Context: an optimization exercise on an open-source flow, tuned for small area. The choices shown serve that exercise and are no tape-out recipe.
RTL that was checked went through simulation tests only; none was proved equivalent to the original.
No driver is modelled on the clock port, so clock power and skew are understated where the tree is cut down; a real chip needs a root buffer or a tree.
Power and IR drop assume default switching activity.

==> inputs of build 75 <==
==> flow/design.v <==
`timescale 1ns / 1ps
module debounce (
    input  wire clk,
    input  wire rst,
    input  wire in,
    output reg  out
    );
    reg sync_0, sync_1;
    always @(posedge clk) sync_0 <= rst ? 1'b0 : in;
    always @(posedge clk) sync_1 <= rst ? 1'b0 : sync_0;
    localparam [19:0] P = 20'hAAAAA;
    reg  [19:0] cnt;
    wire [19:0] s = cnt ^ P;
    wire low_zero = ~|s[18:0];
    wire idle = (out == sync_1);
    wire max  = s[19] & low_zero;
    wire fb   = s[19] ^ s[16] ^ low_zero;
    always @(posedge clk) begin
        if (idle)       cnt <= P;
        else            cnt <= {s[18:0], fb} ^ P;
    end
    always @(posedge clk) begin
        if (rst)                out <= 1'b0;
        else if (~idle & max)   out <= ~out;
    end
endmodule
`timescale 1ns / 1ps
module square_wave(
    input clk,
    input rst,
    input [4:0] note,       
    output reg wave_val
    );
    wire [17:0] lim =
        ({18{note == 5'd0}} & 18'd191109) |
        ({18{note == 5'd1}} & 18'd180387) |
        ({18{note == 5'd2}} & 18'd170264) |
        ({18{note == 5'd3}} & 18'd160704) |
        ({18{note == 5'd4}} & 18'd151684) |
        ({18{note == 5'd5}} & 18'd143171) |
        ({18{note == 5'd6}} & 18'd135138) |
        ({18{note == 5'd7}} & 18'd127550) |
        ({18{note == 5'd8}} & 18'd120394) |
        ({18{note == 5'd9}} & 18'd113635) |
        ({18{note == 5'd10}} & 18'd107258) |
        ({18{note == 5'd11}} & 18'd101238) |
        ({18{note == 5'd12}} & 18'd95556) |
        ({18{note == 5'd13}} & 18'd90191) |
        ({18{note == 5'd14}} & 18'd85130) |
        ({18{note == 5'd15}} & 18'd80353) |
        ({18{note == 5'd16}} & 18'd75842) |
        ({18{note == 5'd17}} & 18'd71585) |
        ({18{note == 5'd18}} & 18'd67567) |
        ({18{note == 5'd19}} & 18'd63775);
    wire silent = note[4] & (note[3] | note[2]);
    reg [26:0] counter;
    wire hit = ~silent & ((|counter[26:18]) | (counter[17:0] >= lim));
    always @(posedge clk) begin
        if (rst) begin
            wave_val <= 0;
            counter <= 0;
        end else if (hit) begin
            wave_val <= ~wave_val;
            counter <= 0;
        end else begin
            counter <= counter + 1;
        end
    end
endmodule
`timescale 1ns / 1ps
module uart_tx_out_mod (
    input  wire clk,
    input  wire rst,
    input  wire data,
    output wire tx
);
    localparam [9:0] P     = 10'b1010101010;
    localparam [9:0] S_867 = 10'b1001110111;
    localparam [9:0] S_869 = 10'b0111011101;
    reg  [9:0] cnt;
    reg  [3:0] slot;
    reg        bit_r;
    wire [9:0] s = cnt ^ P;
    wire s0   = (slot == 4'd0);
    wire sr   = (slot == 4'd15);    
    wire endx = sr | (s0 ? (s == S_869) : (s == S_867));
    always @(posedge clk) begin
        if (rst) begin
            slot <= 4'd15;
            cnt  <= 10'd0;
        end else if (endx) begin
            slot <= (slot == 4'd9 || sr) ? 4'd0 : slot + 4'd1;
            cnt  <= 10'd0;
        end else begin
            cnt  <= {s[8:0], s[9] ^ s[6]} ^ P;
        end
    end
    always @(posedge clk)
        if (s0 & (cnt == 10'd0)) bit_r <= data;
    assign tx = s0 | sr | ((slot == 4'd2) & bit_r);
endmodule
`timescale 1ns / 1ps
module top(
    input clk,
    input rst,
    input [3:0] sw,
    input [3:0] btn,
    output led,
    output wire uart_tx_out
    );
    wire [3:0] deb;
    debounce deb_inst0 (.clk(clk), .rst(rst), .in(btn[0]), .out(deb[0]));
    debounce deb_inst1 (.clk(clk), .rst(rst), .in(btn[1]), .out(deb[1]));
    debounce deb_inst2 (.clk(clk), .rst(rst), .in(btn[2]), .out(deb[2]));
    debounce deb_inst3 (.clk(clk), .rst(rst), .in(btn[3]), .out(deb[3]));
    reg [2:0] oct;
    reg [1:0] bsel;
    reg       one;
    always @(*) begin
        casex (sw)
            4'b1xxx: oct = 3'd4;
            4'b01xx: oct = 3'd3;
            4'b001x: oct = 3'd2;
            4'b0001: oct = 3'd1;
            default: oct = 3'd0;
        endcase
        one = 1'b1;
        case (deb)
            4'b0001: bsel = 2'd0;
            4'b0010: bsel = 2'd1;
            4'b0100: bsel = 2'd2;
            4'b1000: bsel = 2'd3;
            default: begin bsel = 2'd0; one = 1'b0; end
        endcase
    end
    reg [4:0] note;
    always @(posedge clk) begin
        if (~one)       note <= 5'b11100;
        else            note <= {oct, bsel};
    end
    wire wave_val;
    square_wave square_wave_inst (.clk(clk), .rst(rst), .note(note), .wave_val(wave_val));
    assign led = wave_val;
    uart_tx_out_mod uart_tx_out_mod_inst (.clk(clk), .rst(rst), .data(wave_val), .tx(uart_tx_out));
endmodule
==> flow/flow/run.sh <==
#!/bin/bash
# Own layout flow:
#  1. the standard synthesis (the standard.sh synth);
#  2. its combinational cells re-mapped for area with Yosys/ABC, registers
#     untouched (same cells, same instance names);
#  3. the standard ORFS flow up to placement, input/output ports buffered
#     with the smallest buffer;
#  4. a one-level clock tree (clock_tree.tcl) in place of ORFS's CTS step:
#     a root buffer fed by the clock port, driving NCLUST leaf buffers, each
#     driving one cluster of register clock pins;
#  5. the standard ORFS flow from global routing to the end.
# Each tool's output goes to a log file of its own in this folder.
set -euo pipefail
W=$PWD
F=$W/flow
PD=$FLOW_HOME/platforms/$FLOW_PLATFORM
R=$W/orfs/results/$FLOW_PLATFORM/top/base
LIB=$PD/lib/sky130_fd_sc_hd__tt_025C_1v80.lib
NCLUST=10
LEAF_BUF=sky130_fd_sc_hd__clkbuf_8
ROOT_BUF=sky130_fd_sc_hd__clkbuf_8
PORT_BUF=sky130_fd_sc_hd__buf_1

# 1. standard synthesis
bash standard.sh synth > $W/log_1_synth.txt 2>&1
cp $R/1_2_yosys.v $W/std_1_2_yosys.v

# 2. re-map the combinational cells
yosys -q -l $W/log_2_models.txt -p "read_liberty -ignore_miss_func $LIB; write_verilog -noattr $W/models_all.v"
python3 $F/comb_models.py $W/models_all.v $W/models_comb.v > $W/log_2_models_py.txt 2>&1
sed "s#@LIB@#$LIB#g; s#@MODELS@#$W/models_comb.v#g; s#@IN@#$W/std_1_2_yosys.v#g; s#@OUT@#$W/reopt.v#g; s#@ABC@#$F/area.abc#g" \
    $F/reopt.ys > $W/reopt_run.ys
yosys -l $W/log_2_reopt.txt -s $W/reopt_run.ys > /dev/null 2>&1
python3 $F/check_regs.py $W/std_1_2_yosys.v $W/reopt.v > $W/log_2_check_regs.txt 2>&1
cp $W/reopt.v $R/1_2_yosys.v
rm -f $R/1_synth.odb $R/1_synth.sdc

# 3. floorplan and placement
bash standard.sh "BUFFER_PORTS_ARGS=-buffer_cell $PORT_BUF" place > $W/log_3_place.txt 2>&1

# 4. clock tree
MYCTS_IN_ODB=$R/3_place.odb MYCTS_IN_SDC=$R/3_place.sdc \
MYCTS_OUT_ODB=$R/4_1_cts.odb MYCTS_OUT_SDC=$R/4_cts.sdc \
MYCTS_LIB=$LIB MYCTS_RC=$PD/setRC.tcl MYCTS_N=$NCLUST MYCTS_BUF=$LEAF_BUF MYCTS_ROOT=$ROOT_BUF \
    openroad -no_init -exit $F/clock_tree.tcl > $W/log_4_cts.txt 2>&1

# 5. routing and the rest
bash standard.sh "BUFFER_PORTS_ARGS=-buffer_cell $PORT_BUF" finish > $W/log_5_finish.txt 2>&1
==> flow/flow/area.abc <==
strash
&get -n
&dch -f
&nf -R 1000
&put
topo
==> flow/flow/check_regs.py <==
import re, sys
def regs(path):
    s = open(path).read()
    return {m.group(2): m.group(1) for m in re.finditer(r'^\s*(sky130_fd_sc_hd__(?:df|edf|sdf|sedf|dl)\w*)\s+(\S+)\s*\(', s, re.M)}
a, b = regs(sys.argv[1]), regs(sys.argv[2])
print(len(a), 'registers in the standard synthesis,', len(b), 'after re-mapping')
if a != b:
    print('MISMATCH', set(a.items()) ^ set(b.items()))
    sys.exit(1)
==> flow/flow/clock_tree.tcl <==
# A one-level clock tree: the clock port drives NCLUST clock buffers, each
# driving the register clock pins of one cluster (k-means on the pin positions).
# Inputs (env): MYCTS_IN_ODB MYCTS_IN_SDC MYCTS_OUT_ODB MYCTS_OUT_SDC MYCTS_LIB MYCTS_RC
# MYCTS_N (number of leaf buffers) MYCTS_BUF (leaf buffer) MYCTS_ROOT (root buffer, used when MYCTS_N > 4)
read_liberty $::env(MYCTS_LIB)
read_db $::env(MYCTS_IN_ODB)
read_sdc $::env(MYCTS_IN_SDC)
source $::env(MYCTS_RC)

set block [ord::get_db_block]
set db [ord::get_db]
set clkport [$block findBTerm clk]
set clknet [$clkport getNet]
set sinks {}
foreach it [$clknet getITerms] { lappend sinks $it }
puts "clock sinks: [llength $sinks]"

# pin positions
set pts {}
foreach it $sinks {
  set inst [$it getInst]
  set bb [$inst getBBox]
  lappend pts [list [expr {([$bb xMin] + [$bb xMax]) / 2.0}] [expr {([$bb yMin] + [$bb yMax]) / 2.0}]]
}
set K $::env(MYCTS_N)
set n [llength $pts]
# k-means, seeded by sorting along x then y
set order [lsort -real -index 0 $pts]
set cent {}
for {set k 0} {$k < $K} {incr k} {
  lappend cent [lindex $order [expr {int(($k + 0.5) * $n / $K)}]]
}
set cap [expr {int(ceil(double($n) / $K)) + 1}]
for {set iter 0} {$iter < 30} {incr iter} {
  # capacity-limited assignment: nearest centroid first, over all pin/centroid pairs
  set pairs {}
  for {set i 0} {$i < $n} {incr i} {
    set p [lindex $pts $i]
    for {set k 0} {$k < $K} {incr k} {
      set c [lindex $cent $k]
      lappend pairs [list [expr {abs([lindex $p 0] - [lindex $c 0]) + abs([lindex $p 1] - [lindex $c 1])}] $i $k]
    }
  }
  set pairs [lsort -real -index 0 $pairs]
  set assign [lrepeat $n -1]
  set sc [lrepeat $K 0]
  foreach pr $pairs {
    lassign $pr d i k
    if {[lindex $assign $i] >= 0} continue
    if {[lindex $sc $k] >= $cap} continue
    lset assign $i $k
    lset sc $k [expr {[lindex $sc $k] + 1}]
  }
  set sx [lrepeat $K 0.0]; set sy [lrepeat $K 0.0]
  for {set i 0} {$i < $n} {incr i} {
    set k [lindex $assign $i]; set p [lindex $pts $i]
    lset sx $k [expr {[lindex $sx $k] + [lindex $p 0]}]
    lset sy $k [expr {[lindex $sy $k] + [lindex $p 1]}]
  }
  set newc {}
  for {set k 0} {$k < $K} {incr k} {
    set c [lindex $sc $k]
    if {$c == 0} { lappend newc [lindex $cent $k] } else {
      lappend newc [list [expr {[lindex $sx $k] / $c}] [expr {[lindex $sy $k] / $c}]]
    }
  }
  set cent $newc
}
puts "cluster sizes: $sc"

set master [$db findMaster $::env(MYCTS_BUF)]
set drvnet $clknet
if {$K > 4} {
  set rmaster [$db findMaster $::env(MYCTS_ROOT)]
  set rinst [odb::dbInst_create $block $rmaster "clkbuf_root"]
  set rnet [odb::dbNet_create $block "clk_root"]
  $rnet setSigType CLOCK
  set mx 0.0; set my 0.0
  foreach c $cent { set mx [expr {$mx + [lindex $c 0] / $K}]; set my [expr {$my + [lindex $c 1] / $K}] }
  $rinst setLocation [expr {int($mx)}] [expr {int($my)}]
  $rinst setPlacementStatus PLACED
  [$rinst findITerm A] connect $clknet
  [$rinst findITerm X] connect $rnet
  set drvnet $rnet
}
for {set k 0} {$k < $K} {incr k} {
  set inst [odb::dbInst_create $block $master "clkbuf_leaf_$k"]
  set net [odb::dbNet_create $block "clk_leaf_$k"]
  $net setSigType CLOCK
  set c [lindex $cent $k]
  $inst setLocation [expr {int([lindex $c 0])}] [expr {int([lindex $c 1])}]
  $inst setPlacementStatus PLACED
  [$inst findITerm A] connect $drvnet
  [$inst findITerm X] connect $net
  set leafnet($k) $net
}
set i 0
foreach it $sinks {
  set k [lindex $assign $i]
  $it disconnect
  $it connect $leafnet($k)
  incr i
}
$clknet setSigType CLOCK

detailed_placement
check_placement -verbose
set_propagated_clock [all_clocks]
estimate_parasitics -placement
set worst 0
foreach pin [get_pins -hierarchical */CLK] {
  set s [get_property $pin slew_max]
  if {$s > $worst} {set worst $s}
}
puts "WORST_CLK_SLEW $worst"
report_clock_skew
report_worst_slack -max
report_worst_slack -min
write_db $::env(MYCTS_OUT_ODB)
write_sdc $::env(MYCTS_OUT_SDC)
==> flow/flow/comb_models.py <==
# Keep only the combinational cell models (as Yosys writes them from the
# liberty file); sequential and special cells stay black boxes.
import re, sys
s = open(sys.argv[1]).read()
out = []
for body, name in re.findall(r'(module\s+(\S+)\s*\(.*?endmodule)', s, re.S):
    seq = re.search(r'\$_(DFF|DLATCH|SR|ALDFF|DFFSR|DFFE|SDFF)|\breg\b', body)
    special = re.match(r'\\?sky130_fd_sc_hd__(df|edf|sdf|sedf|dl|lpflow|probe|tap|fill|decap|conb|macro|diode)', name)
    if seq or special:
        print('black box:', name)
        continue
    out.append(body)
open(sys.argv[2], 'w').write('\n'.join(out) + '\n')
==> flow/flow/reopt.ys <==
read_liberty -lib -ignore_miss_func @LIB@
read_verilog -overwrite @MODELS@
read_verilog @IN@
hierarchy -top top
flatten
techmap
opt -fast
opt_clean -purge
abc -liberty @LIB@ -dont_use *lpflow* -dont_use *probe* -dont_use *clkbuf* -dont_use *clkinv* -dont_use *dlygate* -dont_use *dlymetal* -dont_use *clkdly* -script @ABC@
opt_clean -purge
hilomap -singleton -hicell sky130_fd_sc_hd__conb_1 HI -locell sky130_fd_sc_hd__conb_1 LO
splitnets
opt_clean -purge
stat -liberty @LIB@
write_verilog -noattr -noexpr @OUT@
==> flow/standard.sh <==
#!/bin/bash
# synth_recipe.tcl (not shown) runs the flow's synth.tcl, then flattens the netlist and writes it again
# the make line also repeats each setting of config.mk as NAME=value (left out here)
make -C /OpenROAD-flow-scripts/flow DESIGN_CONFIG=/design/flow/config.mk WORK_HOME=/design/flow/orfs CLKGATE_MAP_FILE= SYNTH_SCRIPT=/design/flow/synth_recipe.tcl "${@:-finish}"
==> flow/config.mk <==
export PLATFORM = sky130hd
export DESIGN_NAME = top
export DESIGN_NICKNAME = top
export VERILOG_FILES = /design/flow/design.v
export SDC_FILE = /design/flow/constraint.sdc
export NUM_CORES = 4
export LEC_CHECK = 0
export CAP_MARGIN = 20
export CORE_MARGIN = 2
export CORE_UTILIZATION = 45
export PLACE_DENSITY = 0.6
export SLEW_MARGIN = 20
==> flow/constraint.sdc <==
create_clock -name core_clock -period 10.0 [get_ports {clk}]
set_input_delay 2.0000 -clock core_clock [delete_from_list [all_inputs] [get_ports {clk}]]
set_output_delay 2.0000 -clock core_clock [all_outputs]
set_load 0.01 [all_outputs]
==> build 93: changes against build 75 <==
--- a/flow/design.v
+++ b/flow/design.v
@@ -30,30 +30,48 @@
     input rst,
-    input [4:0] note,       
+    input [4:0] code,       
+    input valid,            
     output reg wave_val
     );
-    wire [17:0] lim =
-        ({18{note == 5'd0}} & 18'd191109) |
-        ({18{note == 5'd1}} & 18'd180387) |
-        ({18{note == 5'd2}} & 18'd170264) |
-        ({18{note == 5'd3}} & 18'd160704) |
-        ({18{note == 5'd4}} & 18'd151684) |
-        ({18{note == 5'd5}} & 18'd143171) |
-        ({18{note == 5'd6}} & 18'd135138) |
-        ({18{note == 5'd7}} & 18'd127550) |
-        ({18{note == 5'd8}} & 18'd120394) |
-        ({18{note == 5'd9}} & 18'd113635) |
-        ({18{note == 5'd10}} & 18'd107258) |
-        ({18{note == 5'd11}} & 18'd101238) |
-        ({18{note == 5'd12}} & 18'd95556) |
-        ({18{note == 5'd13}} & 18'd90191) |
-        ({18{note == 5'd14}} & 18'd85130) |
-        ({18{note == 5'd15}} & 18'd80353) |
-        ({18{note == 5'd16}} & 18'd75842) |
-        ({18{note == 5'd17}} & 18'd71585) |
-        ({18{note == 5'd18}} & 18'd67567) |
-        ({18{note == 5'd19}} & 18'd63775);
-    wire silent = note[4] & (note[3] | note[2]);
+    wire [17:0] lim2 =
+        ({18{code == 5'd0}} & 18'd191108) |
+        ({18{code == 5'd1}} & 18'd180386) |
+        ({18{code == 5'd2}} & 18'd170263) |
+        ({18{code == 5'd3}} & 18'd160703) |
+        ({18{code == 5'd4}} & 18'd151683) |
+        ({18{code == 5'd5}} & 18'd143170) |
+        ({18{code == 5'd6}} & 18'd135137) |
+        ({18{code == 5'd7}} & 18'd127549) |
+        ({18{code == 5'd8}} & 18'd120393) |
+        ({18{code == 5'd9}} & 18'd113634) |
+        ({18{code == 5'd10}} & 18'd107257) |
+        ({18{code == 5'd11}} & 18'd101237) |
+        ({18{code == 5'd12}} & 18'd95555) |
+        ({18{code == 5'd13}} & 18'd90190) |
+        ({18{code == 5'd14}} & 18'd85129) |
+        ({18{code == 5'd15}} & 18'd80352) |
+        ({18{code == 5'd16}} & 18'd75841) |
+        ({18{code == 5'd17}} & 18'd71584) |
+        ({18{code == 5'd18}} & 18'd67566) |
+        ({18{code == 5'd19}} & 18'd63774);
     reg [26:0] counter;
-    wire hit = ~silent & ((|counter[26:18]) | (counter[17:0] >= lim));
+    reg hit;
+    wire [18:0] ge;
+    assign ge[0] = 1'b1;
+    genvar i;
+    generate
+        for (i = 0; i < 18; i = i + 1) begin : cmp
+            assign ge[i+1] = lim2[i] ? (counter[i] & ge[i]) : (counter[i] | ge[i]);
+        end
+    endgenerate
+    wire [27:0] cy;
+    assign cy[0] = 1'b1;
+    generate
+        for (i = 0; i < 27; i = i + 1) begin : inc
+            assign cy[i+1] = cy[i] & counter[i];
+        end
+    endgenerate
+    wire clr = rst | hit;
+    wire hit_next = ~clr & valid & ~cy[27] & ((|counter[26:18]) | ge[18]);
     always @(posedge clk) begin
+        hit <= hit_next;
         if (rst) begin
@@ -65,3 +83,3 @@
         end else begin
-            counter <= counter + 1;
+            counter <= counter ^ cy[26:0];
         end
@@ -135,9 +153,5 @@
     end
-    reg [4:0] note;
-    always @(posedge clk) begin
-        if (~one)       note <= 5'b11100;
-        else            note <= {oct, bsel};
-    end
     wire wave_val;
-    square_wave square_wave_inst (.clk(clk), .rst(rst), .note(note), .wave_val(wave_val));
+    square_wave square_wave_inst (.clk(clk), .rst(rst), .code({oct, bsel}), .valid(one),
+                                  .wave_val(wave_val));
     assign led = wave_val;
==> build 44: changes against build 75 <==
--- a/flow/design.v
+++ b/flow/design.v
@@ -30,30 +30,53 @@
     input rst,
-    input [4:0] note,       
+    input [3:0] sw,
+    input [3:0] deb,
     output reg wave_val
     );
-    wire [17:0] lim =
-        ({18{note == 5'd0}} & 18'd191109) |
-        ({18{note == 5'd1}} & 18'd180387) |
-        ({18{note == 5'd2}} & 18'd170264) |
-        ({18{note == 5'd3}} & 18'd160704) |
-        ({18{note == 5'd4}} & 18'd151684) |
-        ({18{note == 5'd5}} & 18'd143171) |
-        ({18{note == 5'd6}} & 18'd135138) |
-        ({18{note == 5'd7}} & 18'd127550) |
-        ({18{note == 5'd8}} & 18'd120394) |
-        ({18{note == 5'd9}} & 18'd113635) |
-        ({18{note == 5'd10}} & 18'd107258) |
-        ({18{note == 5'd11}} & 18'd101238) |
-        ({18{note == 5'd12}} & 18'd95556) |
-        ({18{note == 5'd13}} & 18'd90191) |
-        ({18{note == 5'd14}} & 18'd85130) |
-        ({18{note == 5'd15}} & 18'd80353) |
-        ({18{note == 5'd16}} & 18'd75842) |
-        ({18{note == 5'd17}} & 18'd71585) |
-        ({18{note == 5'd18}} & 18'd67567) |
-        ({18{note == 5'd19}} & 18'd63775);
-    wire silent = note[4] & (note[3] | note[2]);
+    wire [4:0] oc;
+    assign oc[4] = sw[3];
+    assign oc[3] = ~sw[3] & sw[2];
+    assign oc[2] = ~sw[3] & ~sw[2] & sw[1];
+    assign oc[1] = ~sw[3] & ~sw[2] & ~sw[1] & sw[0];
+    assign oc[0] = ~sw[3] & ~sw[2] & ~sw[1] & ~sw[0];
+    wire valid = (deb == 4'b0001) | (deb == 4'b0010) | (deb == 4'b0100) | (deb == 4'b1000);
+    wire [17:0] lim2;
+    assign lim2[0] = (oc[0] & (deb[2] | deb[3])) | (oc[1] & (deb[0] | deb[2] | deb[3])) | (oc[2] & (deb[0] | deb[2] | deb[3])) | (oc[3] & (deb[0] | deb[2])) | (oc[4] & (deb[0]));
+    assign lim2[1] = (oc[0] & (deb[1] | deb[2] | deb[3])) | (oc[1] & (deb[0] | deb[1])) | (oc[2] & (deb[1])) | (oc[3] & (deb[0] | deb[1])) | (oc[4] & (deb[2] | deb[3]));
+    assign lim2[2] = (oc[0] & (deb[0] | deb[2] | deb[3])) | (oc[1] & (deb[3])) | (oc[2] & (deb[3])) | (oc[3] & (deb[1])) | (oc[4] & (deb[2] | deb[3]));
+    assign lim2[3] = (oc[0] & (deb[3])) | (oc[1] & (deb[3])) | (oc[2] & (deb[0] | deb[2])) | (oc[3] & (deb[1] | deb[2])) | (oc[4] & (deb[2] | deb[3]));
+    assign lim2[4] = (oc[0] & (deb[2] | deb[3])) | (oc[1] & (deb[3])) | (oc[2] & (deb[2] | deb[3])) | (oc[4] & (deb[3]));
+    assign lim2[5] = (oc[0] & (deb[1] | deb[3])) | (oc[1] & (deb[2] | deb[3])) | (oc[2] & (deb[1] | deb[2] | deb[3])) | (oc[3] & (deb[3])) | (oc[4] & (deb[1] | deb[2]));
+    assign lim2[6] = (oc[1] & (deb[1] | deb[2])) | oc[2] | (oc[3] & (deb[0] | deb[1] | deb[3])) | (oc[4] & (deb[0] | deb[2]));
+    assign lim2[7] = (oc[0] & (deb[0] | deb[1] | deb[3])) | (oc[1] & (deb[0] | deb[2])) | (oc[2] & (deb[1] | deb[2])) | (oc[3] & (deb[2] | deb[3])) | (oc[4] & (deb[1] | deb[2]));
+    assign lim2[8] = (oc[0] & (deb[2] | deb[3])) | (oc[1] & (deb[1] | deb[2])) | (oc[2] & (deb[1] | deb[3])) | (oc[3] & (deb[0] | deb[3])) | (oc[4] & (deb[1] | deb[2] | deb[3]));
+    assign lim2[9] = (oc[0] & (deb[0] | deb[3])) | (oc[1] & (deb[1] | deb[2] | deb[3])) | oc[2] | (oc[4] & (deb[1] | deb[2]));
+    assign lim2[10] = (oc[1] & (deb[1] | deb[2])) | (oc[2] & (deb[0])) | (oc[3] & (deb[0] | deb[2])) | (oc[4] & (deb[1] | deb[2]));
+    assign lim2[11] = (oc[0] & (deb[0] | deb[2])) | (oc[1] & (deb[1] | deb[2])) | (oc[2] & (deb[1] | deb[3])) | (oc[3] & (deb[2] | deb[3])) | (oc[4] & (deb[0] | deb[3]));
+    assign lim2[12] = (oc[0] & (deb[2] | deb[3])) | (oc[1] & (deb[0] | deb[3])) | (oc[2] & (deb[0] | deb[1])) | (oc[3] & (deb[0] | deb[3])) | (oc[4] & (deb[1] | deb[3]));
+    assign lim2[13] = (oc[0] & (deb[0] | deb[3])) | (oc[1] & (deb[1] | deb[3])) | (oc[2] & (deb[1] | deb[2])) | (oc[3] & (deb[0] | deb[1] | deb[3])) | (oc[4] & (deb[0] | deb[3]));
+    assign lim2[14] = (oc[0] & (deb[0] | deb[1] | deb[3])) | (oc[1] & (deb[0] | deb[3])) | (oc[2] & (deb[0])) | (oc[3] & (deb[0] | deb[1] | deb[2])) | (oc[4] & (deb[3]));
+    assign lim2[15] = (oc[0] & (deb[0] | deb[1] | deb[2])) | (oc[1] & (deb[3])) | oc[2] | (oc[4] & (deb[3]));
+    assign lim2[16] = (oc[1] & (deb[3])) | oc[2] | oc[3] | (oc[4] & (deb[0] | deb[1] | deb[2]));
+    assign lim2[17] = oc[0] | (oc[1] & (deb[0] | deb[1] | deb[2]));
     reg [26:0] counter;
-    wire hit = ~silent & ((|counter[26:18]) | (counter[17:0] >= lim));
+    reg hit;
+    wire [18:0] ge;
+    assign ge[0] = 1'b1;
+    genvar i;
+    generate
+        for (i = 0; i < 18; i = i + 1) begin : cmp
+            assign ge[i+1] = lim2[i] ? (counter[i] & ge[i]) : (counter[i] | ge[i]);
+        end
+    endgenerate
+    wire [27:0] cy;
+    assign cy[0] = 1'b1;
+    generate
+        for (i = 0; i < 27; i = i + 1) begin : inc
+            assign cy[i+1] = cy[i] & counter[i];
+        end
+    endgenerate
+    wire clr = rst | hit;
+    wire hit_next = ~clr & valid & ~cy[27] & ((|counter[26:18]) | ge[18]);
     always @(posedge clk) begin
+        hit <= hit_next;
         if (rst) begin
@@ -65,3 +88,3 @@
         end else begin
-            counter <= counter + 1;
+            counter <= counter ^ cy[26:0];
         end
@@ -115,29 +138,5 @@
     debounce deb_inst3 (.clk(clk), .rst(rst), .in(btn[3]), .out(deb[3]));
-    reg [2:0] oct;
-    reg [1:0] bsel;
-    reg       one;
-    always @(*) begin
-        casex (sw)
-            4'b1xxx: oct = 3'd4;
-            4'b01xx: oct = 3'd3;
-            4'b001x: oct = 3'd2;
-            4'b0001: oct = 3'd1;
-            default: oct = 3'd0;
-        endcase
-        one = 1'b1;
-        case (deb)
-            4'b0001: bsel = 2'd0;
-            4'b0010: bsel = 2'd1;
-            4'b0100: bsel = 2'd2;
-            4'b1000: bsel = 2'd3;
-            default: begin bsel = 2'd0; one = 1'b0; end
-        endcase
-    end
-    reg [4:0] note;
-    always @(posedge clk) begin
-        if (~one)       note <= 5'b11100;
-        else            note <= {oct, bsel};
-    end
     wire wave_val;
-    square_wave square_wave_inst (.clk(clk), .rst(rst), .note(note), .wave_val(wave_val));
+    square_wave square_wave_inst (.clk(clk), .rst(rst), .sw(sw), .deb(deb),
+                                  .wave_val(wave_val));
     assign led = wave_val;
==> impl_results.md <==
- Run status: no timing/DRC/antenna violations
- GPL Wtd Cong: 0.931
- Clock latency (worst-skew pair): 0.40 ns
- Crit path DAT: 5.40 ns
- Setup crit start: sw[2]
- Met2 wire len: 4570 um
- Slowest CP cell: a211oi_1
- Post-route cell area: 5290 um^2
- Vias in the first global route: 3,801
- Global-route wire length before repair: 17,300 um
- Starting Density: 45.6%
- Slew @ Worst Pin: 0.913 ns
- GRT met2 Usage: 28.8%
- P_seq: 0.000609 W
Source of the figures above: build 93

==> impl_results.md <==
- Run status: no timing/DRC/antenna violations
- Crit path DAT: 4.55 ns
- Post-route cell area: 5570 um^2
- P_seq: 0.000616 W
- Met2 wire len: 4430 um
- Clock Power Share: 27.2%
- GRT met2 Usage: 26.6%
- Global-route wire length before repair: 17,200 um
- Slowest CP cell: dfxtp_1
- Slew @ Worst Pin: 1.01 ns
- Starting Density: 45.8%
- Setup crit start: note[0]
- Clock latency (worst-skew pair): 0.39 ns
Source of the figures above: build 75

==> impl_results.md <==
- Post-route cell area: 5210 um^2
- Vias in the first global route: 3,714
- Met2 wire len: 4190 um
- Setup crit start: sw[3]
- Run status: no timing/DRC/antenna violations
- GRT met2 Usage: 27.7%
- P_seq: 0.000604 W
- Slowest CP cell: buf_1
- Clock latency (worst-skew pair): 0.39 ns
- Crit path DAT: 4.80 ns
- Global-route wire length before repair: 16,300 um
- Starting Density: 46.7%
Source of the figures above: build 44

Function not checked in build 93: the RTL went through the layout flow alone. No run of this note takes its clock network from TritonCTS; it comes from the design's own scripts or RTL.

-- port drivers added, routing unchanged --
How much do the figures lean on ideal ports? The routed layouts below were timed once more, with nothing changed but the port constraints.
Step 1 assumes that a clkbuf_16 drives the clock port and a buf_2 every other input.
Step 2 moves the port delays by t, midway between the first and last clock arrival at a register: inputs arrive t later, outputs are due t later. That takes back most of the time a late clock gives input paths.
a / b / c = ideal ports / drivers / drivers and shift; a / b = the first two.
run | t (ns) | setup WS [ns] | hold slack, ns | worst setup path at the end | latest minus earliest clock arrival (ns)
build 75 | 0.415 | 5.694 / 5.694 / 5.694 | 0.369 / 0.369 / 0.369 | register to register | 0.022 / 0.022
build 93 | 0.422 | 4.869 / 4.861 / 4.439 | 0.382 / 0.382 / 0.382 | input to register | 0.019 / 0.020
build 44 | 0.417 | 5.488 / 5.491 / 5.074 | 0.365 / 0.365 / 0.365 | input to register | 0.026 / 0.026
After both steps setup and hold are still met in every run listed. The setup slack of build 93, which loses most, moves by -0.008 ns with the drivers and by -0.430 ns with both steps.
